This is an optimization exercise on Yosys and OpenROAD, whose aim is small area, a short achievable clock period and few clock cycles, not a production implementation. Function was checked by simulation only, so behaviour that the tests miss may differ from the original.

==> flow/design.v (outline; a module is shown in full before it is edited, if it fits) <==
// module conv1_top: 1435 lines
// module csa_fa: 4 lines
// module pp_aoi222: 3 lines
// module csa_xnor2: 3 lines
// module csa_xor2: 3 lines
// module csa_nand2: 3 lines
// module csa_or2: 3 lines
// module csa_ha: 4 lines
module conv1_top #(
    parameter CONV_INPUT_SIZE = 23,
    parameter CONV_OUTPUT_SIZE = 22,
    parameter CONV_OUTPUT_FILTER = 20
)(
    input                     clk,
    input                     rst,
    input                     start,
    output reg         [4: 0] input_addra,
    input  wire signed [15:0] idata,
    output reg  signed [15:0] odata,
    output reg         [4: 0] output_filter,
    output reg         [4: 0] output_addra,
    output reg                done
);
  // ...
==> flow/flow/run.sh <==
#!/bin/bash
# Standard ORFS layout (the standard.sh), with extra ORFS settings from
# flow/make_args.txt (one NAME=value per line): repair_timing is asked for
# extra setup margin so that it sizes the critical paths for a shorter period
# than the clock's, and the port buffers are plain buffers.
set -uo pipefail
HERE="$(cd "$(dirname "$0")" && pwd)"
ARGS=()
while IFS= read -r line; do
    [[ -n "$line" && "$line" != \#* ]] && ARGS+=("$line")
done < "$HERE/make_args.txt"
bash standard.sh synth > synth.log 2>&1 || exit 1
bash standard.sh "${ARGS[@]}" finish > layout.log 2>&1 || exit 1
==> flow/flow/make_args.txt <==
SETUP_SLACK_MARGIN=23.0
BUFFER_PORTS_ARGS=-buffer_cell sky130_fd_sc_hd__buf_2
==> flow/standard.sh <==
#!/bin/bash
# synth_recipe.tcl (not shown) runs the flow's synth.tcl, then flattens the netlist and writes it again
# the make line also repeats each setting of config.mk as NAME=value (left out here)
make -C /OpenROAD-flow-scripts/flow DESIGN_CONFIG=/design/flow/config.mk WORK_HOME=/design/flow/orfs CLKGATE_MAP_FILE= SYNTH_SCRIPT=/design/flow/synth_recipe.tcl "${@:-finish}"
==> flow/config.mk <==
export PLATFORM = sky130hd
export DESIGN_NAME = conv1_top
export DESIGN_NICKNAME = conv1_top
export VERILOG_FILES = /design/flow/design.v
export SDC_FILE = /design/flow/constraint.sdc
export NUM_CORES = 8
export LEC_CHECK = 0
export CAP_MARGIN = 20
export CELL_PAD_IN_SITES_DETAIL_PLACEMENT = 1
export CORE_MARGIN = 2
export CORE_UTILIZATION = 30
export SLEW_MARGIN = 20
export SYNTH_HIERARCHICAL = 1
==> flow/constraint.sdc <==
create_clock -name core_clock -period 30.0 [get_ports {clk}]
set_input_delay 6.0000 -clock core_clock [delete_from_list [all_inputs] [get_ports {clk}]]
set_output_delay 6.0000 -clock core_clock [all_outputs]
set_load 0.01 [all_outputs]
==> flow_summary.yaml, run 1 <==
cells_and_area:
  inv_count: 93
  largestClassByArea: "multi-input gates"
  fin_cells: 2000
  drive_above_1_share_pct: 10.4
  fin_area_um2: 14900
  num-multi-input-gates: 1128
  final-seq-area_um2: 1940
  multi_input_area_um2: 11000
  fillers: 5051
  post-route-util_pct: 33.8
  multi_input_area_share_pct: 74.3
floorplan:
  die_width_um: 215
timing:
  drv_slew: 0
  rsz0062_at_grt: "yes"
  slew_headroom_pct: 30.0
  period_needed_ps: 6950
worst_setup_path:
  regToRegSetupSlack_ps: 23370
  ff2ff_path_depth: 21
  endpoint: "input_addra[1]"
  crit_chain: "buf_2"
global_route:
  grt_pass1_wl_um: 74200
  grt_max_degree: 57
  first_global_vias: 12800
synth:
  synth.most_common_cell: "fa_1"
  yosysUniqueCellTypes: 61
  ys.flop_type: "dfxtp_1"
  synthDominantCellAreaShare_pct: 37.7
  synth_area_um2: 13300
  synth-compound-area-share_pct: 21.0
  yosys-top-cells-count: "fa_1 (251), nand2_1 (145), a222oi_1 (135)"
status:
  run_status: "complete, no violations"
clocking:
  clkTransAtPathRegs_ps: 80
  htreeDepth: 3
route:
  wl_met3_um: 4860
Testbench counts, summed over its fixed seeds: cycles 21,504.
==> inputs of run 2 (changes only) <==
--- a/flow/design.v
+++ b/flow/design.v
@@ -38,84 +38,91 @@
             output_addra <= output_filter[0] ? output_addra - 5'd1 : output_addra + 5'd1;
         end
     end
     always @(posedge clk) begin
         if (rst) done <= 1'b0;
         else if (output_filter == 5'd19 && output_addra == 5'd0) done <= 1'b1;
     end
     reg [4:0] fidx;
-    wire near_end = output_filter[0] ? (output_addra <= 5'd2) : (output_addra >= 5'd19);
+    wire ftrig = output_filter[0] ? (output_addra == 5'd2) : (output_addra == 5'd19);
+    wire [4:0] fsucc;
+    assign fsucc[0] = (fidx[1] & fidx[2] & ~fidx[4]) | (~fidx[2] & fidx[3] & fidx[4]) | (fidx[2] & ~fidx[3] & ~fidx[4]) | (fidx[0] & fidx[2] & ~fidx[3]) | (~fidx[0] & ~fidx[1] & ~fidx[2] & fidx[4]);
+    assign fsucc[1] = (~fidx[1] & ~fidx[3] & fidx[4]) | (~fidx[1] & ~fidx[2] & fidx[3] & ~fidx[4]) | (fidx[0] & ~fidx[3]) | (~fidx[0] & ~fidx[1] & fidx[3] & ~fidx[4]);
+    assign fsucc[2] = (~fidx[0] & fidx[1] & fidx[3]) | (~fidx[0] & ~fidx[1] & fidx[4]) | (~fidx[1] & fidx[2] & fidx[3]) | (fidx[1] & ~fidx[3] & ~fidx[4]) | (~fidx[2] & ~fidx[3] & ~fidx[4]);
+    assign fsucc[3] = (fidx[0] & ~fidx[1]) | (~fidx[3] & ~fidx[4]) | (fidx[0] & ~fidx[2]) | (~fidx[1] & fidx[2] & ~fidx[3]) | (~fidx[0] & fidx[1] & fidx[2] & ~fidx[4]);
+    assign fsucc[4] = (~fidx[0] & ~fidx[1] & ~fidx[4]) | (~fidx[0] & ~fidx[2] & fidx[3]) | (fidx[0] & ~fidx[2] & ~fidx[3]) | (fidx[1] & fidx[2] & fidx[4]) | (fidx[0] & fidx[1] & fidx[2] & fidx[3]);
     always @(posedge clk) begin
-        fidx <= output_filter + {4'd0, near_end};
+        if (hold) fidx <= 5'd17;
+        else if (ftrig) fidx <= fsucc;
     end
     reg signed [15:0] xn, xo;    
     always @(posedge clk) begin
         xn <= idata;
         xo <= xn;
     end
     wire [15:0] nxn = ~xn;
     wire [15:0] nxo = ~xo;
     wire [32:0] ctl;
-    assign ctl[0] = (~fidx[1] & fidx[4]) | (~fidx[0] & fidx[4]) | (fidx[0] & fidx[1] & ~fidx[2] & ~fidx[3] & ~fidx[4]);
-    assign ctl[1] = (fidx[0] & fidx[1] & fidx[2] & ~fidx[3]) | (~fidx[0] & fidx[1] & fidx[2] & fidx[3]) | (~fidx[0] & ~fidx[1] & ~fidx[2] & ~fidx[3] & ~fidx[4]);
-    assign ctl[2] = (~fidx[0] & fidx[2] & ~fidx[3]) | (fidx[0] & fidx[1] & fidx[3]) | (fidx[0] & fidx[1] & fidx[4]) | (fidx[0] & fidx[2] & fidx[3]) | (~fidx[0] & ~fidx[1] & ~fidx[2] & fidx[3]);
-    assign ctl[3] = (~fidx[0] & ~fidx[1] & fidx[4]) | (fidx[0] & fidx[1] & ~fidx[2] & fidx[3]) | (fidx[0] & fidx[1] & fidx[2] & ~fidx[3]) | (fidx[0] & ~fidx[1] & ~fidx[2] & ~fidx[3] & ~fidx[4]);
-    assign ctl[4] = (~fidx[1] & ~fidx[2] & fidx[3]) | (fidx[1] & ~fidx[2] & ~fidx[3] & ~fidx[4]) | (fidx[0] & ~fidx[1] & fidx[4]) | (fidx[0] & ~fidx[1] & fidx[2] & ~fidx[3]);
-    assign ctl[5] = (~fidx[0] & ~fidx[1] & ~fidx[3] & ~fidx[4]) | (~fidx[0] & fidx[1] & fidx[4]) | (fidx[0] & fidx[1] & fidx[2] & fidx[3]);
-    assign ctl[6] = (~fidx[0] & fidx[1] & fidx[3]) | (fidx[1] & ~fidx[2] & ~fidx[3] & ~fidx[4]) | (~fidx[0] & ~fidx[1] & fidx[2] & ~fidx[3]) | (fidx[0] & ~fidx[1] & ~fidx[2] & fidx[3]);
-    assign ctl[7] = (~fidx[1] & ~fidx[2] & ~fidx[3]) | (fidx[0] & fidx[4]) | (fidx[0] & fidx[1] & ~fidx[2] & fidx[3]) | (fidx[0] & ~fidx[1] & fidx[2] & fidx[3]);
-    assign ctl[8] = (~fidx[0] & ~fidx[1] & ~fidx[2] & fidx[3]) | (~fidx[0] & fidx[1] & fidx[2] & ~fidx[3]);
-    assign ctl[9] = (fidx[0] & fidx[1] & ~fidx[2] & fidx[3]) | (~fidx[0] & fidx[1] & fidx[2] & ~fidx[3]) | (~fidx[0] & ~fidx[1] & ~fidx[2] & ~fidx[3] & ~fidx[4]);
-    assign ctl[10] = (fidx[0] & ~fidx[1] & fidx[3]) | (~fidx[0] & fidx[1] & ~fidx[2] & ~fidx[3]) | (fidx[0] & ~fidx[1] & fidx[4]) | (fidx[0] & fidx[1] & fidx[2] & ~fidx[3]);
-    assign ctl[11] = (fidx[0] & fidx[1] & fidx[4]);
-    assign ctl[12] = (fidx[0] & fidx[1] & fidx[2]) | (fidx[0] & fidx[1] & fidx[3]);
-    assign ctl[13] = (fidx[0] & ~fidx[1] & fidx[4]);
-    assign ctl[14] = (~fidx[1] & ~fidx[2] & fidx[3]) | (~fidx[0] & fidx[1] & ~fidx[3] & ~fidx[4]) | (fidx[0] & fidx[1] & fidx[4]) | (~fidx[0] & ~fidx[1] & ~fidx[2] & ~fidx[4]);
-    assign ctl[15] = (fidx[0] & fidx[3]) | (~fidx[0] & fidx[1] & ~fidx[3]) | (~fidx[0] & ~fidx[1] & ~fidx[2] & ~fidx[4]) | (fidx[0] & fidx[1] & fidx[2]);
-    assign ctl[16] = (fidx[0] & ~fidx[1] & fidx[4]);
-    assign ctl[17] = (fidx[0] & fidx[1] & ~fidx[4]) | (fidx[1] & ~fidx[2] & ~fidx[4]) | (fidx[0] & ~fidx[2] & fidx[3]) | (fidx[0] & ~fidx[1] & fidx[4]);
-    assign ctl[18] = (~fidx[1] & ~fidx[2] & ~fidx[3] & ~fidx[4]) | (fidx[0] & fidx[1] & fidx[4]) | (~fidx[0] & fidx[1] & fidx[2] & ~fidx[3]);
-    assign ctl[19] = (~fidx[0] & fidx[1] & fidx[4]) | (~fidx[0] & ~fidx[1] & fidx[2] & ~fidx[3]) | (fidx[0] & ~fidx[1] & fidx[2] & fidx[3]) | (~fidx[0] & ~fidx[1] & ~fidx[2] & fidx[3]) | (~fidx[0] & fidx[1] & fidx[2] & fidx[3]);
-    assign ctl[20] = (fidx[0] & ~fidx[1] & ~fidx[3]) | (~fidx[1] & fidx[4]) | (~fidx[1] & fidx[2] & ~fidx[3]) | (fidx[0] & fidx[2] & ~fidx[3]) | (fidx[0] & fidx[1] & ~fidx[2] & fidx[3]);
-    assign ctl[21] = (~fidx[0] & fidx[1] & fidx[4]) | (~fidx[0] & ~fidx[1] & fidx[2] & fidx[3]) | (fidx[0] & ~fidx[1] & ~fidx[2] & fidx[3]);
-    assign ctl[22] = (~fidx[0] & ~fidx[2] & fidx[3]) | (fidx[0] & fidx[1] & fidx[4]);
-    assign ctl[23] = (fidx[0] & fidx[1] & fidx[4]) | (~fidx[0] & fidx[1] & ~fidx[2] & fidx[3]) | (~fidx[0] & ~fidx[1] & fidx[2] & fidx[3]);
-    assign ctl[24] = (fidx[1] & fidx[2] & fidx[3]) | (fidx[0] & fidx[1] & fidx[2]) | (fidx[0] & ~fidx[1] & fidx[4]) | (fidx[0] & fidx[2] & fidx[3]) | (~fidx[0] & ~fidx[1] & fidx[2] & ~fidx[3]);
-    assign ctl[25] = (~fidx[0] & fidx[1] & ~fidx[3] & ~fidx[4]) | (fidx[0] & fidx[1] & ~fidx[2] & fidx[3]) | (fidx[0] & ~fidx[1] & ~fidx[2] & ~fidx[3] & ~fidx[4]);
-    assign ctl[26] = (fidx[0] & ~fidx[1] & fidx[2] & fidx[3]) | (fidx[0] & ~fidx[1] & ~fidx[2] & ~fidx[3] & ~fidx[4]);
-    assign ctl[27] = (~fidx[0] & ~fidx[1] & ~fidx[3]) | (~fidx[0] & fidx[4]) | (~fidx[0] & fidx[2] & ~fidx[3]);
-    assign ctl[28] = (fidx[0] & fidx[4]) | (~fidx[1] & ~fidx[2] & fidx[3]);
-    assign ctl[29] = (fidx[0] & fidx[4]) | (~fidx[1] & ~fidx[2] & fidx[3]) | (fidx[0] & fidx[1] & fidx[2] & ~fidx[3]) | (~fidx[0] & fidx[1] & ~fidx[2] & ~fidx[3] & ~fidx[4]);
-    assign ctl[30] = (~fidx[0] & fidx[2] & ~fidx[3]) | (fidx[0] & fidx[1] & fidx[3]) | (~fidx[0] & ~fidx[1] & ~fidx[3] & ~fidx[4]);
-    assign ctl[31] = (~fidx[1] & ~fidx[2] & fidx[3]) | (fidx[0] & fidx[1] & fidx[3]) | (fidx[0] & fidx[1] & fidx[4]) | (~fidx[0] & fidx[1] & ~fidx[2] & ~fidx[3] & ~fidx[4]);
-    assign ctl[32] = (fidx[0] & ~fidx[1] & fidx[2] & fidx[3]);
+    assign ctl[0] = (fidx[0] & fidx[1] & fidx[2]) | (~fidx[0] & ~fidx[1] & ~fidx[2] & fidx[3]) | (~fidx[0] & ~fidx[1] & ~fidx[2] & fidx[4]);
+    assign ctl[1] = (~fidx[0] & ~fidx[1] & fidx[2] & ~fidx[4]) | (fidx[1] & fidx[3] & fidx[4]);
+    assign ctl[2] = (~fidx[0] & fidx[2] & fidx[4]) | (fidx[0] & ~fidx[2] & fidx[4]) | (fidx[1] & ~fidx[2] & ~fidx[3]) | (fidx[0] & ~fidx[1] & fidx[2] & ~fidx[4]);
+    assign ctl[3] = (~fidx[1] & fidx[2] & ~fidx[3]) | (~fidx[0] & ~fidx[1] & ~fidx[3] & fidx[4]);
+    assign ctl[4] = (~fidx[1] & ~fidx[2] & fidx[3]) | (fidx[0] & ~fidx[2] & fidx[3]) | (fidx[1] & ~fidx[3] & ~fidx[4]) | (~fidx[1] & ~fidx[2] & ~fidx[4]);
+    assign ctl[5] = (fidx[1] & fidx[4]) | (fidx[0] & fidx[1] & fidx[2] & fidx[3]);
+    assign ctl[6] = (~fidx[2] & fidx[3] & ~fidx[4]) | (fidx[1] & ~fidx[2] & ~fidx[3]) | (~fidx[0] & ~fidx[1] & fidx[3] & ~fidx[4]);
+    assign ctl[7] = (~fidx[1] & ~fidx[3] & fidx[4]) | (fidx[0] & ~fidx[3]) | (fidx[0] & ~fidx[1] & fidx[2]) | (fidx[1] & fidx[3] & fidx[4]);
+    assign ctl[8] = (~fidx[1] & fidx[3] & fidx[4]);
+    assign ctl[9] = (~fidx[0] & fidx[3] & fidx[4]) | (~fidx[0] & ~fidx[1] & fidx[2] & fidx[4]);
+    assign ctl[10] = (fidx[0] & ~fidx[4]) | (fidx[2] & ~fidx[3] & ~fidx[4]);
+    assign ctl[11] = (fidx[0] & ~fidx[2] & ~fidx[3]);
+    assign ctl[12] = (~fidx[0] & fidx[2] & ~fidx[3]);
+    assign ctl[13] = (fidx[1] & ~fidx[3] & ~fidx[4]);
+    assign ctl[14] = (fidx[0] & ~fidx[2]) | (fidx[3] & fidx[4]);
+    assign ctl[15] = (fidx[0] & fidx[3]) | (~fidx[0] & fidx[2] & ~fidx[3]) | (fidx[3] & fidx[4]);
+    assign ctl[16] = (fidx[1] & ~fidx[3] & ~fidx[4]);
+    assign ctl[17] = (~fidx[2] & fidx[3] & ~fidx[4]) | (~fidx[0] & fidx[2] & ~fidx[3]) | (fidx[1] & ~fidx[3] & ~fidx[4]);
+    assign ctl[18] = (fidx[0] & ~fidx[1] & ~fidx[3]) | (~fidx[0] & fidx[3] & fidx[4]);
+    assign ctl[19] = (fidx[0] & fidx[2] & fidx[3]) | (fidx[1] & ~fidx[2] & ~fidx[3]) | (fidx[0] & fidx[3] & fidx[4]) | (~fidx[1] & fidx[2] & fidx[3] & ~fidx[4]);
+    assign ctl[20] = (~fidx[0] & ~fidx[1] & ~fidx[3]) | (fidx[0] & fidx[2] & ~fidx[3]) | (fidx[1] & ~fidx[2] & ~fidx[3]);
+    assign ctl[21] = (fidx[1] & fidx[2] & fidx[3]) | (fidx[0] & ~fidx[1] & ~fidx[2] & ~fidx[4]);
+    assign ctl[22] = (fidx[0] & ~fidx[2] & fidx[4]) | (~fidx[0] & fidx[1] & ~fidx[2] & ~fidx[4]);
+    assign ctl[23] = (~fidx[0] & fidx[1] & ~fidx[4]) | (fidx[0] & ~fidx[2] & ~fidx[3]);
+    assign ctl[24] = (fidx[1] & ~fidx[3]) | (~fidx[1] & fidx[2] & ~fidx[4]);
+    assign ctl[25] = (~fidx[1] & fidx[2] & fidx[4]) | (fidx[0] & fidx[1] & ~fidx[2]);
+    assign ctl[26] = (fidx[0] & ~fidx[1] & fidx[2]);
+    assign ctl[27] = (~fidx[0] & ~fidx[2] & fidx[4]) | (~fidx[0] & fidx[3] & fidx[4]) | (fidx[0] & fidx[1] & fidx[2] & fidx[3]);
+    assign ctl[28] = (fidx[0] & ~fidx[1] & ~fidx[2]) | (fidx[1] & ~fidx[3] & ~fidx[4]);
+    assign ctl[29] = (fidx[0] & ~fidx[2]) | (fidx[2] & ~fidx[3] & ~fidx[4]);
+    assign ctl[30] = (fidx[1] & fidx[4]) | (~fidx[0] & fidx[2] & fidx[4]);
+    assign ctl[31] = (fidx[0] & ~fidx[2]) | (~fidx[0] & fidx[2] & ~fidx[3] & fidx[4]);
+    assign ctl[32] = (fidx[0] & ~fidx[1] & fidx[2] & ~fidx[4]);
     wire [27:0] kn;
-    assign kn[0] = (fidx[1] & ~fidx[2] & fidx[3]) | (~fidx[0] & fidx[1] & ~fidx[3] & ~fidx[4]) | (fidx[0] & ~fidx[1] & ~fidx[3] & ~fidx[4]) | (~fidx[0] & ~fidx[2] & fidx[3]) | (fidx[0] & fidx[1] & fidx[4]) | (fidx[0] & fidx[1] & fidx[3]);
-    assign kn[1] = (fidx[0] & ~fidx[2]) | (~fidx[0] & fidx[1] & ~fidx[4]) | (~fidx[1] & fidx[4]) | (~fidx[0] & fidx[2] & fidx[3]);
-    assign kn[2] = (fidx[0] & ~fidx[3] & ~fidx[4]) | (fidx[1] & ~fidx[2] & fidx[3]) | (~fidx[0] & ~fidx[1] & ~fidx[2] & ~fidx[4]) | (fidx[1] & fidx[2] & ~fidx[3]);
-    assign kn[3] = (fidx[0] & ~fidx[1]) | (fidx[0] & ~fidx[3] & ~fidx[4]) | (~fidx[0] & fidx[1] & fidx[4]) | (~fidx[1] & fidx[2] & fidx[3]) | (~fidx[1] & ~fidx[2] & ~fidx[3] & ~fidx[4]);
-    assign kn[4] = (~fidx[0] & ~fidx[3]) | (~fidx[0] & fidx[1]) | (fidx[1] & ~fidx[2] & ~fidx[3]) | (~fidx[1] & ~fidx[3] & ~fidx[4]) | (~fidx[0] & ~fidx[2]) | (fidx[1] & fidx[2] & fidx[3]);
-    assign kn[5] = (~fidx[1] & fidx[2]) | (fidx[0] & fidx[1] & ~fidx[3]) | (~fidx[1] & fidx[4]) | (~fidx[0] & ~fidx[1] & ~fidx[3]) | (~fidx[0] & fidx[1] & ~fidx[2] & fidx[3]);
-    assign kn[6] = (~fidx[0] & ~fidx[2] & ~fidx[3]) | (fidx[0] & ~fidx[2] & fidx[3]) | (fidx[0] & fidx[2] & ~fidx[3]) | (~fidx[1] & fidx[4]) | (~fidx[0] & fidx[1] & fidx[2] & fidx[3]);
-    assign kn[7] = (~fidx[0] & ~fidx[1] & ~fidx[4]) | (fidx[1] & fidx[2] & fidx[3]) | (fidx[0] & fidx[2] & ~fidx[3]) | (fidx[0] & fidx[1] & ~fidx[3] & ~fidx[4]);
-    assign kn[8] = (fidx[0] & ~fidx[2] & fidx[3]) | (fidx[0] & fidx[1] & fidx[2]) | (~fidx[1] & fidx[2] & ~fidx[3]) | (~fidx[0] & ~fidx[1] & fidx[4]) | (~fidx[0] & fidx[1] & ~fidx[2] & ~fidx[3] & ~fidx[4]);
-    assign kn[9] = (~fidx[0] & ~fidx[3]) | (fidx[0] & fidx[3]) | (~fidx[1] & fidx[4]) | (~fidx[0] & ~fidx[1] & ~fidx[2]) | (fidx[1] & fidx[2] & fidx[3]) | (fidx[0] & fidx[1] & ~fidx[2] & ~fidx[4]);
-    assign kn[10] = (fidx[4]) | (fidx[0] & fidx[3]) | (~fidx[1] & fidx[3]) | (fidx[0] & ~fidx[1] & ~fidx[2]) | (~fidx[0] & fidx[1] & fidx[2] & ~fidx[3]);
-    assign kn[11] = (~fidx[0] & fidx[1] & ~fidx[3] & ~fidx[4]) | (fidx[0] & ~fidx[1] & fidx[4]) | (~fidx[0] & fidx[1] & ~fidx[2] & fidx[3]) | (fidx[1] & ~fidx[2] & ~fidx[3] & ~fidx[4]) | (fidx[0] & ~fidx[1] & ~fidx[2] & fidx[3]) | (fidx[0] & fidx[1] & fidx[2] & fidx[3]);
-    assign kn[12] = (~fidx[1] & ~fidx[2] & ~fidx[4]) | (fidx[0] & fidx[1] & ~fidx[3]) | (fidx[1] & fidx[2] & fidx[3]) | (~fidx[0] & fidx[2] & fidx[3]);
-    assign kn[13] = (~fidx[0] & ~fidx[1] & ~fidx[2]) | (~fidx[0] & fidx[1] & fidx[3]) | (~fidx[0] & fidx[2] & ~fidx[3]) | (fidx[0] & ~fidx[1] & fidx[2]) | (~fidx[1] & ~fidx[2] & fidx[3]) | (fidx[0] & fidx[1] & fidx[4]);
-    assign kn[14] = (~fidx[0] & fidx[1] & ~fidx[3]) | (~fidx[1] & ~fidx[2] & fidx[3]) | (fidx[0] & ~fidx[2] & fidx[3]) | (fidx[0] & ~fidx[1] & fidx[3]) | (fidx[0] & ~fidx[1] & ~fidx[2] & ~fidx[4]);
-    assign kn[15] = (fidx[0] & fidx[3]) | (~fidx[0] & ~fidx[1] & ~fidx[4]) | (fidx[0] & fidx[4]) | (fidx[1] & fidx[2] & ~fidx[3]);
-    assign kn[16] = (~fidx[0] & fidx[2] & fidx[3]) | (fidx[0] & ~fidx[1] & fidx[3]) | (~fidx[0] & fidx[1] & fidx[2]) | (fidx[0] & ~fidx[1] & fidx[4]) | (fidx[0] & ~fidx[1] & fidx[2]);
-    assign kn[17] = (~fidx[2] & ~fidx[3]) | (fidx[1] & fidx[3]) | (fidx[0] & ~fidx[3]) | (~fidx[0] & ~fidx[2]);
-    assign kn[18] = (~fidx[0] & ~fidx[1] & ~fidx[2] & ~fidx[4]) | (fidx[0] & ~fidx[1] & fidx[2] & ~fidx[3]) | (~fidx[0] & fidx[1] & fidx[2] & ~fidx[3]) | (fidx[0] & fidx[1] & ~fidx[2] & ~fidx[3] & ~fidx[4]);
-    assign kn[19] = (fidx[1] & fidx[4]) | (~fidx[1] & fidx[2] & ~fidx[3]) | (fidx[0] & ~fidx[1] & fidx[2]) | (fidx[0] & ~fidx[1] & ~fidx[3] & ~fidx[4]);
-    assign kn[20] = (~fidx[0] & fidx[4]) | (~fidx[0] & fidx[1] & fidx[3]) | (~fidx[1] & fidx[2] & fidx[3]) | (fidx[0] & ~fidx[2] & ~fidx[3] & ~fidx[4]);
-    assign kn[21] = (fidx[0] & fidx[1] & fidx[4]) | (~fidx[0] & ~fidx[1] & fidx[2] & ~fidx[3]) | (fidx[0] & ~fidx[1] & ~fidx[2] & fidx[3]) | (~fidx[0] & fidx[1] & ~fidx[2] & ~fidx[3] & ~fidx[4]);
+    assign kn[0] = (fidx[2] & fidx[4]) | (fidx[0] & fidx[4]) | (fidx[1] & ~fidx[2] & ~fidx[4]) | (~fidx[2] & ~fidx[3] & ~fidx[4]);
+    assign kn[1] = (~fidx[1] & ~fidx[3] & fidx[4]) | (~fidx[2] & fidx[3] & ~fidx[4]) | (~fidx[0] & fidx[2] & fidx[3]) | (fidx[0] & ~fidx[3]);
+    assign kn[2] = (fidx[3] & fidx[4]) | (~fidx[0] & ~fidx[2] & ~fidx[4]) | (~fidx[1] & fidx[2] & ~fidx[3]);
+    assign kn[3] = (fidx[0] & fidx[2]) | (~fidx[1] & ~fidx[2] & ~fidx[4]) | (~fidx[3] & ~fidx[4]) | (fidx[1] & fidx[2] & fidx[3]) | (fidx[1] & fidx[3] & fidx[4]);
+    assign kn[4] = (~fidx[0] & ~fidx[2]) | (fidx[0] & fidx[4]) | (fidx[0] & fidx[1] & fidx[3]) | (~fidx[0] & ~fidx[1] & fidx[3]) | (fidx[1] & fidx[4]);
+    assign kn[5] = (~fidx[0] & ~fidx[2]) | (~fidx[3] & ~fidx[4]) | (~fidx[2] & ~fidx[3]) | (~fidx[0] & fidx[1] & fidx[3]) | (fidx[0] & ~fidx[1] & fidx[2] & ~fidx[4]);
+    assign kn[6] = (~fidx[0] & ~fidx[1] & ~fidx[3]) | (fidx[0] & fidx[1]) | (fidx[0] & ~fidx[2] & ~fidx[4]) | (fidx[1] & fidx[3] & fidx[4]) | (~fidx[0] & ~fidx[1] & fidx[2] & ~fidx[4]);
+    assign kn[7] = (~fidx[0] & ~fidx[1] & ~fidx[4]) | (fidx[1] & fidx[4]) | (fidx[0] & fidx[3] & fidx[4]) | (~fidx[0] & fidx[1] & fidx[2]);
+    assign kn[8] = (~fidx[0] & ~fidx[3]) | (fidx[0] & ~fidx[2] & ~fidx[4]);
+    assign kn[9] = (~fidx[1] & fidx[3]) | (~fidx[0] & fidx[4]) | (fidx[0] & ~fidx[4]);
+    assign kn[10] = (~fidx[1] & fidx[4]) | (fidx[1] & fidx[2]) | (fidx[0] & ~fidx[1]);
+    assign kn[11] = (~fidx[2] & fidx[3] & ~fidx[4]) | (fidx[1] & fidx[2] & ~fidx[3]) | (fidx[2] & fidx[3] & fidx[4]);
+    assign kn[12] = (fidx[0] & fidx[4]) | (~fidx[0] & fidx[2] & ~fidx[4]) | (~fidx[1] & ~fidx[2] & fidx[3]) | (fidx[1] & fidx[3] & fidx[4]) | (fidx[1] & fidx[2] & fidx[4]);
+    assign kn[13] = (~fidx[2] & fidx[4]) | (~fidx[1] & fidx[2] & fidx[3]) | (~fidx[2] & ~fidx[3]) | (~fidx[0] & fidx[1] & ~fidx[2]) | (fidx[0] & ~fidx[1] & ~fidx[2]);
+    assign kn[14] = (fidx[0] & fidx[3]) | (~fidx[1] & fidx[2] & fidx[4]);
+    assign kn[15] = (fidx[1] & ~fidx[3]) | (fidx[3] & fidx[4]) | (~fidx[0] & fidx[2] & ~fidx[3]) | (fidx[0] & ~fidx[1] & ~fidx[2]) | (~fidx[0] & fidx[1] & fidx[2]) | (fidx[0] & ~fidx[1] & fidx[3]);
+    assign kn[16] = (~fidx[0] & fidx[2] & fidx[3]) | (fidx[0] & ~fidx[1] & ~fidx[4]) | (fidx[1] & ~fidx[3] & ~fidx[4]) | (~fidx[2] & ~fidx[3] & ~fidx[4]);
+    assign kn[17] = (~fidx[1] & ~fidx[3]) | (fidx[0] & fidx[1]) | (~fidx[0] & ~fidx[2] & fidx[3]) | (fidx[0] & fidx[4]) | (fidx[2] & ~fidx[3]) | (~fidx[0] & ~fidx[1] & ~fidx[4]);
+    assign kn[18] = (fidx[3] & fidx[4]) | (~fidx[0] & ~fidx[1] & ~fidx[2] & ~fidx[4]);
+    assign kn[19] = (fidx[0] & ~fidx[1] & ~fidx[3]) | (fidx[0] & fidx[2] & fidx[3]) | (fidx[1] & ~fidx[2] & ~fidx[3]) | (~fidx[2] & ~fidx[3] & ~fidx[4]);
+    assign kn[20] = (fidx[2] & fidx[3] & ~fidx[4]) | (~fidx[0] & fidx[3] & ~fidx[4]) | (fidx[0] & ~fidx[1] & fidx[2]) | (~fidx[0] & ~fidx[1] & ~fidx[2] & fidx[4]);
+    assign kn[21] = (fidx[0] & ~fidx[2] & ~fidx[4]) | (fidx[1] & ~fidx[2] & ~fidx[3]) | (fidx[0] & ~fidx[2] & ~fidx[3]);
     assign kn[22] = 1'b1;
     assign kn[23] = 1'b1;
     assign kn[24] = 1'b0;
     assign kn[25] = 1'b1;
     assign kn[26] = 1'b0;
     assign kn[27] = 1'b1;
     wire pp0_0 = ~((ctl[0] & nxo[0]) | (ctl[1] & xo[0]));
     wire pp0_1;
==> flow/flow/make_args.txt (replaced) <==
SETUP_SLACK_MARGIN=23.1
BUFFER_PORTS_ARGS=-buffer_cell sky130_fd_sc_hd__buf_2
==> flow/config.mk (replaced) <==
export PLATFORM = sky130hd
export DESIGN_NAME = conv1_top
export DESIGN_NICKNAME = conv1_top
export VERILOG_FILES = /design/flow/design.v
export SDC_FILE = /design/flow/constraint.sdc
export NUM_CORES = 8
export LEC_CHECK = 0
export CAP_MARGIN = 20
export CELL_PAD_IN_SITES_DETAIL_PLACEMENT = 1
export CORE_MARGIN = 2
export CORE_UTILIZATION = 40
export SLEW_MARGIN = 20
export SYNTH_HIERARCHICAL = 1
==> flow_summary.yaml, run 2 <==
status:
  run_status: "complete, no violations"
route:
  dr.pass1.iters: 14
  remaining_drc_errors: 0
  avgRoutedWirePerCell_um: 25.2
  drt_iter0_markers: 2227
  detail-route-antenna-nets: 0
  finalWirelength_um: 46300
  vias_per_cell: 6.37
  vias: 11700
timing:
  finClkSkew_ps: 21.3
  fin_hold_ws_ps: 487
  period_needed_ps: 6890
  period_share_pct: 23.0
  drv_slew: 0
  fmax_mhz: 145
  setup_ws_ps: 23110
  hold_viol_final: 0
  setup_viol: 0
  rsz0062_at_grt: "yes"
  worst_pin_slew_ps: 1240
  slew_headroom_pct: 17.0
  finalSetupTns_ps: 0
placement:
  place_hpwl_um: 35000
  dp_slack_ps: 22440
  port_buffers: 50
  dpl.cell_count: 1804
  gp_congestion: 0.973
global_route:
  grt-ovfl-total: 0
  grt_pass1_wl_um: 71700
  grt_max_degree: 49
  antenna_found_initial: 0
  track_usage_pct: 27.4
  first_global_vias: 12600
cells_and_area:
  multi_input_area_um2: 11000
  antenna_cells: 0
  final-seq-area_um2: 1940
  final_common_cell: "fa_1"
  layout.nets: 1698
  largest-register: "srn"
  fillers: 3695
  area_growth_pct: 11.8
  drive_above_1_share_pct: 11.8
  largest_reg_flops: 24
  final_cell_mix: "fa_1 (251), a222oi_1 (135), nand2_1 (124)"
  fin_cells: 1841
synth:
  async_flop_share_pct: 0
  synthXorXnorAreaFrac_pct: 7.15
  yosysTopAreaCell: "fa_1"
  muxShareOfSynthArea_pct: 0.681
  synth_area_um2: 13200
  synth_area_leaders: "fa_1 (38%), dfxtp_1 (14%), a222oi_1 (10%)"
  synth_top_family_by_area: "adder cells"
  synth-simple-area-share_pct: 11.8
  synth-compound-area-share_pct: 21.1
  yosys-top-cells-count: "fa_1 (251), a222oi_1 (135), nand2_1 (128)"
  synth_fa_ha_area_share_pct: 41.2
  synth_nets: 1635
  syn_avg_cell_area_um2: 9.94
  seq_area_frac_synth_pct: 14.4
  synth_enable_flop_cells: 0
  syn_inst: 1331
  ys_warn_count: 7
  synthDominantCellAreaShare_pct: 38.0
  yosysUniqueCellTypes: 64
  ys.flop_type: "dfxtp_1"
  synth.most_common_cell: "fa_1"
  synth-seq-cells: 95
floorplan:
  core_um2: 32500
  dieArea_um2: 34500
  ioPinCount: 51
  row_count: 66
  fp.dieH_um: 186
  start_util_pct: 40.7
  die_width_um: 186
worst_setup_path:
  critPathLaunchType: "register"
  max_stage_delay_ps: 370
  cp_num_buf_inv: 1
  cp-end-kind: "output pin"
  cpMaxStageDelayCell: "dfxtp_2"
  crit_fanout: 3
  crit_family: "flip-flops"
  crit_chain: "buf_2"
  cp.arrival_ps: 890
  regToRegSetupSlack_ps: 23280
  cp.required_ps: 24000
  worst-setup-path-type: "reg2out"
clocking:
  hold_buffers: 0
  clkTransAtPathRegs_ps: 70
  clock_latency_ps: 390
  clockBufferDepth: 2
  numClockSinks: 95
  numCtsBuffers: 9
  cts_tree: "done"
  cts-root-buf: "clkbuf_16"
  htreeDepth: 3
run:
  cap_viol_max_count: 0
worst_hold_path:
  hold_path.class: "reg2reg"
==> run 2: cell types whose count changed after synthesis, sizes merged, moves of 4 or more <==
cell / delta
xnor2: -4
o21ai: -5
a21oi: -11
nor3: -4
ha: -5
nand2: -17
a31oi: -4
nor2b: +5
clkbuf: +13
buf: -9
==> run 2: layer usage <==
metal	global-route usage, %	part of all wire (%)	up-vias	routed length [µm]
met5	0	0	-	0
met4	12.4	5.2	0	2430
met3	6.22	9.4	134	4370
li1	-	-	4982	-
met1	34.6	39	5930	17900
met2	44.9	47	672	21600
==> run 2: stage by stage <==
| step | util (%) | area (µm²) |
|---|---|---|
| CTS | 44.6 | 14500 |
| global placement | 43.3 | 14100 |
| floorplan | - | 13200 |
| finish | 45.5 | 14800 |
| detailed placement | 43.3 | 14100 |
| global route | 45.5 | 14800 |
==> run 2: cell families (layout without fill, tap and decap cells) <==
kind of cell | count (synthesis) | in the layout
xor+xnor | 108 | 108
fa+ha+maj | 285 | 285
flops | 95 | 95
simple gates | 337 | 337
buf+inv | 131 | 199
mux | 9 | 9
compound gates | 366 | 366
==> run 2: modules after synthesis (local to each module, per instance) <==
module	cell area, µm²	times used	flip-flops and latches
csa_ha	12.5	17	0
csa_fa	20.0	249	0
conv1_top	5750	1	95
csa_nand2	3.75	53	0
csa_or2	6.26	17	0
pp_aoi222	10.0	135	0
csa_xnor2	8.76	17	0
csa_xor2	8.76	55	0
==> run 2: final timing paths <==
path | depth (start not counted) | to | startpoint
min reg2reg | 1 | input_addra[0] | input_addra[0]
max reg2reg | 19 | spos | fidx[4]
min | 1 | input_addra[0] | input_addra[0]
max | 1 | output_filter[4] | output_filter[4]
==> run 2: area by class of cell <==
| cell class | count | share of cell area, % |
|---|---|---|
| timing repair buffer | 90 | 4.18 |
| inverter | 91 | 2.40 |
| clock inverter | 6 | 0.651 |
| clock buffer | 10 | 1.62 |
| tap | 442 | 3.74 |
| multi-input combinational | 1105 | 74.2 |
| timing repair inverter | 2 | 0.0677 |
| sequential | 95 | 13.1 |
==> run 2: worst reg2reg max path, stage by stage, from the launching register on <==
cell      delay (ps)
dfxtp_1          300
buf_4            250
nor2_1           190
nand2_1          130
a21oi_2         1000
a222oi_1         280
fa_1             610
fa_1             450
fa_1             390
fa_1             470
fa_1             530
xor2_1           350
and2_1           220
nand3_1          100
nor4_1           200
nand2_1          130
a41o_1           350
a211oi_1         350
a31oi_1          150
xnor2_1          150
==> run 2: what timing repair did <==
| action | in CTS | in global routing |
|---|---|---|
| setup endpoints to repair | 28 | 20 |
| pin swaps | 0 | 6 |
| gates cloned | 0 | 2 |
| gates resized for setup | 30 | 29 |
| setup buffers | 5 | 14 |
Testbench counts of run 2, summed over its fixed seeds: cycles 21,504.
==> inputs of run 3 (changes only) <==
--- a/flow/config.mk
+++ b/flow/config.mk
@@ -10,3 +10,3 @@
 export CORE_MARGIN = 2
-export CORE_UTILIZATION = 40
+export CORE_UTILIZATION = 25
 export SLEW_MARGIN = 20
==> flow_summary.yaml, run 3 <==
status:
  run_status: "complete, no violations"
cells_and_area:
  final_common_cell: "fa_1"
  layout.nets: 1703
  antenna_cells: 0
  fin_cells: 2092
  drive_above_1_share_pct: 12.3
  area_growth_pct: 14.3
  post-route-util_pct: 28.8
  largest-register: "srn"
  largest_reg_flops: 24
  final_cell_mix: "fa_1 (251), a222oi_1 (135), nand2_1 (124)"
  fin_area_um2: 15100
global_route:
  grt-ovfl-total: 0
  grt_pass1_wl_um: 71600
  grt_max_degree: 49
  first_global_vias: 12400
  track_usage_pct: 17.2
  antenna_found_initial: 0
synth:
  syn_avg_cell_area_um2: 9.94
  synthDominantCellAreaShare_pct: 38.0
  ys.flop_type: "dfxtp_1"
  seq_area_frac_synth_pct: 14.4
  synth_nets: 1635
  ys_warn_count: 7
  syn_inst: 1331
  synth-seq-cells: 95
  yosysUniqueCellTypes: 64
  synth_area_leaders: "fa_1 (38%), dfxtp_1 (14%), a222oi_1 (10%)"
  synth_enable_flop_cells: 0
  yosysTopAreaCell: "fa_1"
  synth.most_common_cell: "fa_1"
  async_flop_share_pct: 0
  synth_area_um2: 13200
  yosys-top-cells-count: "fa_1 (251), a222oi_1 (135), nand2_1 (128)"
clocking:
  cts-root-buf: "clkbuf_16"
  numClockSinks: 95
  hold_buffers: 0
  clock_latency_ps: 390
  cts_tree: "done"
  clockBufferDepth: 2
  numCtsBuffers: 9
  clkTransAtPathRegs_ps: 70
  htreeDepth: 3
worst_setup_path:
  cp-end-kind: "output pin"
  cp.required_ps: 24000
  crit_chain: "buf_2"
  cp_num_buf_inv: 1
  critPathLaunchType: "register"
  cpMaxStageDelayCell: "dfxtp_2"
  cp.arrival_ps: 870
  max_stage_delay_ps: 350
  worst-setup-path-type: "reg2out"
  crit_family: "flip-flops"
  crit_fanout: 3
timing:
  period_share_pct: 22.9
  rsz0062_at_grt: "no"
  finClkSkew_ps: 14.3
  worst_pin_slew_ps: 1170
  setup_viol: 0
  slew_headroom_pct: 22.1
  hold_viol_final: 0
  drv_slew: 0
  fmax_mhz: 146
  finalSetupTns_ps: 0
  period_needed_ps: 6870
floorplan:
  row_count: 84
  fp.dieH_um: 234
  ioPinCount: 51
  start_util_pct: 25.2
  die_width_um: 234
  core_um2: 52400
  dieArea_um2: 54800
route:
  avgRoutedWirePerCell_um: 22.2
  remaining_drc_errors: 0
  drt_iter0_markers: 2338
  finalWirelength_um: 46500
  dr.pass1.iters: 17
  vias: 11700
  detail-route-antenna-nets: 0
  vias_per_cell: 5.57
placement:
  placed_area_um2: 14400
  port_buffers: 50
  place_hpwl_um: 35700
  dpl.cell_count: 2049
  gp_congestion: 0.945
run:
  cap_viol_max_count: 0
worst_hold_path:
  hold_path.class: "reg2reg"
## run 3: cell families after synthesis
family | synth area share, %
compound gates | 21.1
fa+ha+maj | 41.2
flops | 14.4
buf+inv | 3.73
mux | 0.681
simple gates | 11.8
xor+xnor | 7.15
## run 3: layout make-up
cell class | instances | area, µm²
clock buffer | 10 | 229
clock inverter | 6 | 90.1
fill | 5956 | 37300
inverter | 91 | 359
multi-input combinational | 1105 | 11000
sequential | 95 | 1950
tap | 688 | 861
timing repair buffer | 95 | 664
timing repair inverter | 2 | 10.0
## run 3: per-module statistics from Yosys, one instance, submodules excluded
| module | area (µm²) | cells inside | flip-flops and latches |
|---|---|---|---|
| csa_xnor2 | 8.76 | 1 | 0 |
| csa_xor2 | 8.76 | 1 | 0 |
| conv1_top | 5750 | 788 | 95 |
| csa_ha | 12.5 | 1 | 0 |
| csa_nand2 | 3.75 | 1 | 0 |
| csa_or2 | 6.26 | 1 | 0 |
| csa_fa | 20.0 | 1 | 0 |
| pp_aoi222 | 10.0 | 1 | 0 |
## run 3: per-stage QoR
step | worst slack, ps | hold slack (ps)
final | 23130 | 487
after global routing | 23090 | 528
after CTS | 23060 | 495
after detailed placement | 22320 | 478
after global placement | 22610 | 463
after floorplan | 23450 | 384
## run 3: timing repair
action,CTS,global route
buffers inserted,14,11
endpoints found under the setup margin,30,15
pin swaps,1,5
endpoints found under the hold margin,0,0
gates resized for setup,41,23
gates cloned,0,2
## run 3: routing by layer
| layer | part of all wire (%) | global-route usage, % | up-vias |
|---|---|---|---|
| met4 | 5.9 | 9.51 | 0 |
| li1 | - | - | 4995 |
| met1 | 38 | 20.9 | 5887 |
| met3 | 9.4 | 4.37 | 133 |
| met5 | 0 | 0 | - |
| met2 | 47 | 27.7 | 645 |
## run 3: path summary, 6_finish.rpt
path              cells past startpoint  slack (ps)               end        startpoint
setup reg to reg                     20       23320              spos           fidx[2]
setup / recovery                      1       23130  output_filter[4]  output_filter[4]
hold reg to reg                       2         490              done              done
hold / removal                        2         490              done              done
==> inputs of run 4 (changes only) <==
==> flow/flow/make_args.txt (replaced) <==
SETUP_SLACK_MARGIN=23.2
BUFFER_PORTS_ARGS=-buffer_cell sky130_fd_sc_hd__buf_2
--- a/flow/config.mk
+++ b/flow/config.mk
@@ -10,3 +10,3 @@
 export CORE_MARGIN = 2
-export CORE_UTILIZATION = 25
+export CORE_UTILIZATION = 30
 export SLEW_MARGIN = 20
==> flow_summary.yaml, run 4 <==
worst_setup_path:
  cpMaxStageDelayCell: "dfxtp_4"
  worst-setup-path-type: "reg2out"
  cp.depth: 1
  ff2ff_path_depth: 19
  cp-end-kind: "output pin"
  cp_num_buf_inv: 1
  cp.arrival_ps: 850
  max_stage_delay_ps: 360
  cp.required_ps: 24000
  crit_chain: "buf_6"
  crit_fanout: 2
  crit_family: "flip-flops"
  critPathLaunchType: "register"
timing:
  period_needed_ps: 6850
  fin_hold_ws_ps: 504
  period_share_pct: 22.8
  drv_slew: 0
  slew_headroom_pct: 44.1
  finalSetupTns_ps: 0
  finClkSkew_ps: 12.1
  hold_viol_final: 0
  worst_pin_slew_ps: 834
  setup_viol: 0
  rsz0062_at_grt: "yes"
  fmax_mhz: 146
floorplan:
  row_count: 76
  fp.dieH_um: 214
  core_um2: 43300
  die_width_um: 214
  ioPinCount: 51
  dieArea_um2: 45800
  start_util_pct: 30.6
route:
  finalWirelength_um: 45900
  remaining_drc_errors: 0
  dr.pass1.iters: 14
  vias: 11800
  detail-route-antenna-nets: 0
  avgRoutedWirePerCell_um: 23.0
  drt_iter0_markers: 2202
  vias_per_cell: 5.93
placement:
  port_buffers: 50
  place_hpwl_um: 35100
  gp_congestion: 0.946
synth:
  syn_avg_cell_area_um2: 9.94
  async_flop_share_pct: 0
  synth_area_leaders: "fa_1 (38%), dfxtp_1 (14%), a222oi_1 (10%)"
  synth.most_common_cell: "fa_1"
  synth_nets: 1635
  synth_enable_flop_cells: 0
  synth_fa_ha_area_share_pct: 41.2
  yosys-top-cells-count: "fa_1 (251), a222oi_1 (135), nand2_1 (128)"
  synth-compound-area-share_pct: 21.1
  yosysTopAreaCell: "fa_1"
  ys.flop_type: "dfxtp_1"
  yosysUniqueCellTypes: 64
  synth-simple-area-share_pct: 11.8
  synth-seq-cells: 95
  synthDominantCellAreaShare_pct: 38.0
  muxShareOfSynthArea_pct: 0.681
  ys_warn_count: 7
  synth_top_family_by_area: "adder cells"
  synthXorXnorAreaFrac_pct: 7.15
  synth_area_um2: 13200
  syn_inst: 1331
  seq_area_frac_synth_pct: 14.4
global_route:
  grt_max_degree: 49
  antenna_found_initial: 0
  grt-ovfl-total: 0
  first_global_vias: 12800
  grt_pass1_wl_um: 71900
  track_usage_pct: 19.9
cells_and_area:
  final_cell_mix: "fa_1 (251), a222oi_1 (135), nand2_1 (124)"
  antenna_cells: 0
  drive_above_1_share_pct: 12.5
  area_growth_pct: 13.6
  largest-register: "srn"
  final_common_cell: "fa_1"
  layout.nets: 1705
  largest_reg_flops: 24
clocking:
  htreeDepth: 3
  numCtsBuffers: 9
  hold_buffers: 0
  numClockSinks: 95
  clkTransAtPathRegs_ps: 80
  cts_tree: "done"
  cts-root-buf: "clkbuf_16"
  clockBufferDepth: 2
  clock_latency_ps: 380
worst_hold_path:
  hold_depth: 2
  hold_path.class: "reg2reg"
run:
  cap_viol_max_count: 0
status:
  run_status: "complete, no violations"
[run 4: per-layer routing]
metal  part of all wire (%)  global-route usage (%)
met5                      0                       0
met4                    5.8                    11.3
met3                    8.9                    3.62
met2                     47                    32.7
met1                     38                    24.6
[run 4: final timing paths]
kind	start	endpoint	slack, ps
setup / recovery	output_addra[4]	output_addra[4]	23150
hold / removal	done	done	500
setup reg to reg	fidx[0]	spos	23500
hold reg to reg	done	done	500
[run 4: area by class of cell]
type / instances / area, µm²
clock buffer: 9 / 225
clock inverter: 7 / 78.8
fill: 4991 / 28200
inverter: 91 / 355
multi-input combinational: 1105 / 10900
sequential: 95 / 1950
tap: 585 / 732
timing repair buffer: 98 / 752
timing repair inverter: 1 / 5.00
[run 4: cells by family after synthesis]
group                    Yosys count
flip-flops                        95
buffers and inverters            131
XOR/XNOR                         108
AND/OR/NAND/NOR                  337
adder cells (fa/ha/maj)          285
multiplexers                       9
AO/OA/AOI/OAI                    366
[run 4: what timing repair did]
item                                    CTS  global route
resized for setup                        50            34
buffers inserted                         15             8
cloned                                    0             1
pin swaps                                 0             8
endpoints found under the setup margin   47            47
[run 4: modules after synthesis (local to each module, per instance)]
| module | cells inside | copies in the design | flops+latches |
|---|---|---|---|
| conv1_top | 788 | 1 | 95 |
| csa_ha | 1 | 17 | 0 |
| csa_fa | 1 | 249 | 0 |
| csa_xnor2 | 1 | 17 | 0 |
| csa_xor2 | 1 | 55 | 0 |
| csa_or2 | 1 | 17 | 0 |
| csa_nand2 | 1 | 53 | 0 |
| pp_aoi222 | 1 | 135 | 0 |
[run 4: metrics by stage]
step | instances | util (%) | setup slack (ps) | instance area (µm²)
6_report | 1991 | 34.7 | 23150 | 15000
5_1_grt | 1991 | 34.7 | 23120 | 15000
4_1_cts | 1982 | 34.3 | 23120 | 14900
3_5_place_dp | 1951 | 33.0 | 22590 | 14300
3_3_place_gp | 1951 | 33.0 | 22830 | 14300
2_1_floorplan | 1331 | - | 23450 | 13200
==> inputs of run 5 (changes only) <==
==> flow/flow/make_args.txt (replaced) <==
SETUP_SLACK_MARGIN=23.1
BUFFER_PORTS_ARGS=-buffer_cell sky130_fd_sc_hd__buf_2
==> flow_summary.yaml, run 5 <==
clocking:
  clock_latency_ps: 380
  hold_buffers: 0
  htreeDepth: 3
  clkTransAtPathRegs_ps: 70
  numClockSinks: 95
  cts_tree: "done"
  cts-root-buf: "clkbuf_16"
  clockBufferDepth: 2
  numCtsBuffers: 9
synth:
  seq_area_frac_synth_pct: 14.4
  async_flop_share_pct: 0
  synth_area_leaders: "fa_1 (38%), dfxtp_1 (14%), a222oi_1 (10%)"
  synth_area_um2: 13200
  ys_warn_count: 7
  syn_avg_cell_area_um2: 9.94
  syn_inst: 1331
  ys.flop_type: "dfxtp_1"
  synth_enable_flop_cells: 0
  synthDominantCellAreaShare_pct: 38.0
  yosysTopAreaCell: "fa_1"
  yosys-top-cells-count: "fa_1 (251), a222oi_1 (135), nand2_1 (128)"
  yosysUniqueCellTypes: 64
  synth_nets: 1635
  synth-seq-cells: 95
  synth.most_common_cell: "fa_1"
worst_setup_path:
  cp.depth: 1
  worst-setup-path-type: "reg2out"
  ff2ff_path_depth: 21
  cp.arrival_ps: 870
  cp.required_ps: 24000
  crit_fanout: 4
  cpMaxStageDelayCell: "dfxtp_2"
  r2r-start: "fidx[4]"
  regToRegSetupSlack_ps: 23430
  max_stage_delay_ps: 360
  crit_family: "flip-flops"
  crit_chain: "buf_2"
  critPathLaunchType: "register"
  reg2reg_to: "spos"
  cp_num_buf_inv: 1
  cp-end-kind: "output pin"
floorplan:
  dieArea_um2: 45800
  row_count: 76
  core_um2: 43300
  ioPinCount: 51
  start_util_pct: 30.6
  fp.dieH_um: 214
  die_width_um: 214
route:
  remaining_drc_errors: 0
  drt_iter0_markers: 2313
  detail-route-antenna-nets: 0
  vias: 11800
  avgRoutedWirePerCell_um: 23.0
  finalWirelength_um: 45500
  dr.pass1.iters: 15
  vias_per_cell: 5.95
timing:
  worst_pin_slew_ps: 849
  setup_viol: 0
  period_share_pct: 22.9
  drv_slew: 0
  rsz0062_at_grt: "yes"
  finClkSkew_ps: 13.5
  period_needed_ps: 6870
  fmax_mhz: 146
  finalSetupTns_ps: 0
  slew_headroom_pct: 43.0
  hold_viol_final: 0
cells_and_area:
  largest_reg_flops: 24
  largest-register: "srn"
  final-seq-area_um2: 1940
  final_cell_mix: "fa_1 (251), a222oi_1 (135), nand2_1 (124)"
  antenna_cells: 0
  area_growth_pct: 12.0
  multi_input_area_um2: 10900
  drive_above_1_share_pct: 11.4
  final_common_cell: "fa_1"
  fillers: 4994
  post-route-util_pct: 34.3
  layout.nets: 1696
worst_hold_path:
  hp-start: "done"
  hold_path_end: "done"
  hold_path.class: "reg2reg"
  hold_depth: 2
global_route:
  grt-ovfl-total: 0
  grt_pass1_wl_um: 71200
  first_global_vias: 12600
  track_usage_pct: 19.7
  grt_max_degree: 49
  antenna_found_initial: 0
run:
  cap_viol_max_count: 0
status:
  run_status: "complete, no violations"
placement:
  gp_congestion: 0.946
  port_buffers: 50
  place_hpwl_um: 35100
## run 5: worst max path at each step
stage / start / to
2_1_floorplan: rst / fidx[1]
3_3_place_gp: fidx[4] / spos
3_5_place_dp: fidx[4] / spos
4_1_cts: fidx[4] / spos
5_1_grt: fidx[0] / spos
6_report: output_filter[3] / output_filter[3]
## run 5: metal layers
metal | wire (µm) | global-route usage, % | part of all wire (%)
met1 | 17600 | 24.5 | 39
met2 | 21500 | 32.2 | 47
met3 | 3820 | 3.56 | 8.4
met4 | 2560 | 11.3 | 5.6
met5 | 0 | 0 | 0
## run 5: cell type report
class / instances / area share, %
Inverter: 91 / 2.40
Timing Repair Buffer: 89 / 3.76
Timing Repair inverter: 1 / 0.0338
Clock inverter: 7 / 0.532
Tap cell: 585 / 4.94
Multi-Input combinational cell: 1105 / 73.7
Clock buffer: 9 / 1.52
Sequential cell: 95 / 13.1
## run 5: stage by stage
step	instances	setup WS (ps)	hold slack, ps	cell area (µm²)
5_1_grt	1982	23070	520	14800
3_5_place_dp	1951	22590	482	14300
2_1_floorplan	1331	23450	384	13200
3_3_place_gp	1951	22830	462	14300
4_1_cts	1974	23040	497	14700
6_report	1982	23130	500	14800
## run 5: worst reg2reg max path, delay by kind of cell, from the launching register on
| family | cells | cell delay, ps |
|---|---|---|
| flops | 1 | 320 |
| simple gates | 4 | 770 |
| xor+xnor | 2 | 480 |
| compound gates | 6 | 1590 |
| buf+inv | 4 | 930 |
| fa+ha+maj | 5 | 2360 |
## run 5: cells by family (layout without fill, tap and decap cells)
family,after synthesis,in the layout,synth area share [%]
xor+xnor,108,108,7.15
mux,9,9,0.681
flops,95,95,14.4
simple gates,337,337,11.8
compound gates,366,366,21.1
buf+inv,131,197,3.73
fa+ha+maj,285,285,41.2
## run 5: repair_timing
action | 4_1_cts | 5_1_grt
setup endpoints to repair | 28 | 18
setup buffers | 7 | 7
pin swaps | 0 | 7
gates cloned | 0 | 1
resized for setup | 26 | 28
## run 5: per-module statistics from Yosys, one instance, submodules excluded, excerpt
module / cell area (µm²) / times used / cells / flip-flops and latches
csa_xnor2: 8.76 / 17 / 1 / 0
conv1_top: 5750 / 1 / 788 / 95
csa_ha: 12.5 / 17 / 1 / 0
csa_or2: 6.26 / 17 / 1 / 0
csa_nand2: 3.75 / 53 / 1 / 0
pp_aoi222: 10.0 / 135 / 1 / 0
csa_fa: 20.0 / 249 / 1 / 0
==> inputs of run 6 (changes only) <==
--- a/flow/config.mk
+++ b/flow/config.mk
@@ -11,2 +11,3 @@
 export CORE_UTILIZATION = 30
+export GPL_ROUTABILITY_DRIVEN = 0
 export SLEW_MARGIN = 20
==> flow_summary.yaml, run 6 <==
status:
  run_status: "complete, no violations"
synth:
  synth_area_um2: 13200
  syn_avg_cell_area_um2: 9.94
  yosys-top-cells-count: "fa_1 (251), a222oi_1 (135), nand2_1 (128)"
  async_flop_share_pct: 0
  ys_warn_count: 7
  synth_area_leaders: "fa_1 (38%), dfxtp_1 (14%), a222oi_1 (10%)"
  synth.most_common_cell: "fa_1"
  ys.flop_type: "dfxtp_1"
  synth_nets: 1635
  synth-seq-cells: 95
  yosysUniqueCellTypes: 64
  syn_inst: 1331
  yosysTopAreaCell: "fa_1"
  synthDominantCellAreaShare_pct: 38.0
  seq_area_frac_synth_pct: 14.4
  synth_enable_flop_cells: 0
placement:
  place_hpwl_um: 35200
  port_buffers: 50
  placed_area_um2: 14300
  dp_slack_ps: 22490
global_route:
  antenna_found_initial: 0
  grt_pass1_wl_um: 71900
  grt_max_degree: 49
  first_global_vias: 12800
  grt-ovfl-total: 0
  track_usage_pct: 19.9
clocking:
  clock_latency_ps: 380
  clkTransAtPathRegs_ps: 70
  cts-root-buf: "clkbuf_16"
  cts_tree: "done"
  numClockSinks: 95
  htreeDepth: 3
  numCtsBuffers: 9
  hold_buffers: 0
  clockBufferDepth: 2
timing:
  rsz0062_at_grt: "yes"
  hold_viol_final: 0
  setup_ws_ps: 23130
  worst_pin_slew_ps: 939
  period_needed_ps: 6870
  fmax_mhz: 146
  period_share_pct: 22.9
  slew_headroom_pct: 37.4
  finClkSkew_ps: 14.1
  fin_hold_ws_ps: 487
  drv_slew: 0
  finalSetupTns_ps: 0
  setup_viol: 0
cells_and_area:
  layout.nets: 1701
  fin_area_um2: 14900
  final_cell_mix: "fa_1 (251), a222oi_1 (135), nand2_1 (125)"
  final_common_cell: "fa_1"
  drive_above_1_share_pct: 11.7
  largest_reg_flops: 24
  antenna_cells: 0
  post-route-util_pct: 34.3
  largest-register: "srn"
  area_growth_pct: 12.3
floorplan:
  fp.dieH_um: 214
  dieArea_um2: 45800
  start_util_pct: 30.6
  row_count: 76
  core_um2: 43300
  die_width_um: 214
  ioPinCount: 51
route:
  drt_iter0_markers: 2349
  vias_per_cell: 5.91
  avgRoutedWirePerCell_um: 22.8
  remaining_drc_errors: 0
  detail-route-antenna-nets: 0
  dr.pass1.iters: 15
  finalWirelength_um: 45400
  vias: 11700
worst_setup_path:
  startpoint: "output_filter[2]"
  reg2reg_to: "spos"
  critPathLaunchType: "register"
  max_stage_delay_ps: 350
  cpMaxStageDelayCell: "dfxtp_4"
  regToRegSetupSlack_ps: 23390
  cp.required_ps: 24000
  ff2ff_path_depth: 19
  cp_num_buf_inv: 1
  crit_chain: "buf_2"
  crit_family: "flip-flops"
  crit_fanout: 2
  r2r-start: "fidx[4]"
  cp-end-kind: "output pin"
  worst-setup-path-type: "reg2out"
  cp.arrival_ps: 870
worst_hold_path:
  hold_depth: 2
  hp-start: "done"
  hold_path.class: "reg2reg"
  hold_path_end: "done"
run:
  cap_viol_max_count: 0
## run 6: layout make-up
| type | instances | area [µm²] |
|---|---|---|
| Fill cell | 4946 | 28400 |
| Multi-Input combinational cell | 1105 | 10900 |
| Sequential cell | 95 | 1940 |
| Tap cell | 585 | 732 |
| Timing Repair Buffer | 94 | 601 |
| Inverter | 91 | 359 |
| Clock buffer | 10 | 229 |
| Clock inverter | 5 | 58.8 |
| Timing Repair inverter | 1 | 5.00 |
## run 6: Yosys stat by module, one instance, submodules excluded
module     cell area [µm²]  times used  flip-flops and latches  cells inside
conv1_top             5750           1                      95           788
csa_fa                20.0         249                       0             1
csa_ha                12.5          17                       0             1
csa_nand2             3.75          53                       0             1
csa_or2               6.26          17                       0             1
csa_xnor2             8.76          17                       0             1
csa_xor2              8.76          55                       0             1
pp_aoi222             10.0         135                       0             1
## run 6: logic make-up after synthesis
family | count (synthesis) | synth area share [%]
AOI/OAI and AO/OA | 366 | 21.1
buffers and inverters | 131 | 3.73
xor gates and xnor gates | 108 | 7.15
muxes | 9 | 0.681
DFF | 95 | 14.4
adders and majority gates | 285 | 41.2
and+or+nand+nor | 337 | 11.8
## run 6: timing repair
item,CTS,global route
resized for setup,26,27
cloned,0,1
endpoints found under the setup margin,28,15
setup buffers,10,9
pin swaps,0,2
endpoints found under the hold margin,0,0
## run 6: worst max-delay path by stage
stage                       end  slack [ps]  cells after the start
6_report       output_filter[2]       23130                      1
5_1_grt                    spos       23070                     20
4_1_cts                    spos       23050                     20
3_5_place_dp               spos       22490                     18
3_3_place_gp               spos       22920                     19
2_1_floorplan           fidx[1]       23450                      3
## run 6: through the flow
stage	instances
finish	1986
CTS	1976
global route	1986
detailed placement	1951
floorplan	1331
global placement	1951
## run 6: layer usage
| metal | track usage, % | wire length [µm] | part of all wire [%] | vias up |
|---|---|---|---|---|
| met5 | 0 | 0 | 0 | - |
| met4 | 12.1 | 2980 | 6.6 | 0 |
| met3 | 3.91 | 4060 | 9.0 | 161 |
| met2 | 32.7 | 21100 | 46 | 728 |
| met1 | 24.2 | 17200 | 38 | 5862 |
| li1 | - | - | - | 4990 |

==> static timing again, ports no longer ideal <==
Ports are ideal in the flow. The routed layouts listed here were re-timed in OpenROAD.
Step 1 sets driving cells, clkbuf_16 on the clock port and buf_2 on the other inputs (assumed; they add their load-dependent delay and slew).
Step 2 adds t to the input delays and takes it off the output delays; t is the mean of the earliest and latest rising clock arrival at the registers after step 1. Input paths then give back, and output paths get back, about the clock's delay inside the block.
Three values: no drivers, after step 1, after step 2; two values: the first two.
| run | t (ns) | setup slack, ns | hold WS [ns] |
|---|---|---|---|
| run 1 | 0.447 | 23.047 / 22.992 / 23.094 | 0.476 / 0.476 / 0.476 |
| run 2 | 0.433 | 23.107 / 23.054 / 22.872 | 0.487 / 0.487 / 0.487 |
| run 3 | 0.430 | 23.131 / 23.085 / 22.916 | 0.487 / 0.487 / 0.487 |
| run 4 | 0.423 | 23.146 / 23.098 / 22.931 | 0.504 / 0.504 / 0.504 |
| run 5 | 0.421 | 23.132 / 23.084 / 22.907 | 0.500 / 0.500 / 0.500 |
| run 6 | 0.426 | 23.132 / 23.082 / 22.955 | 0.487 / 0.487 / 0.487 |
After both steps every run listed still meets setup and hold. The setup slack of run 2, which loses most, moves by -0.053 ns with the drivers and by -0.235 ns with both steps.
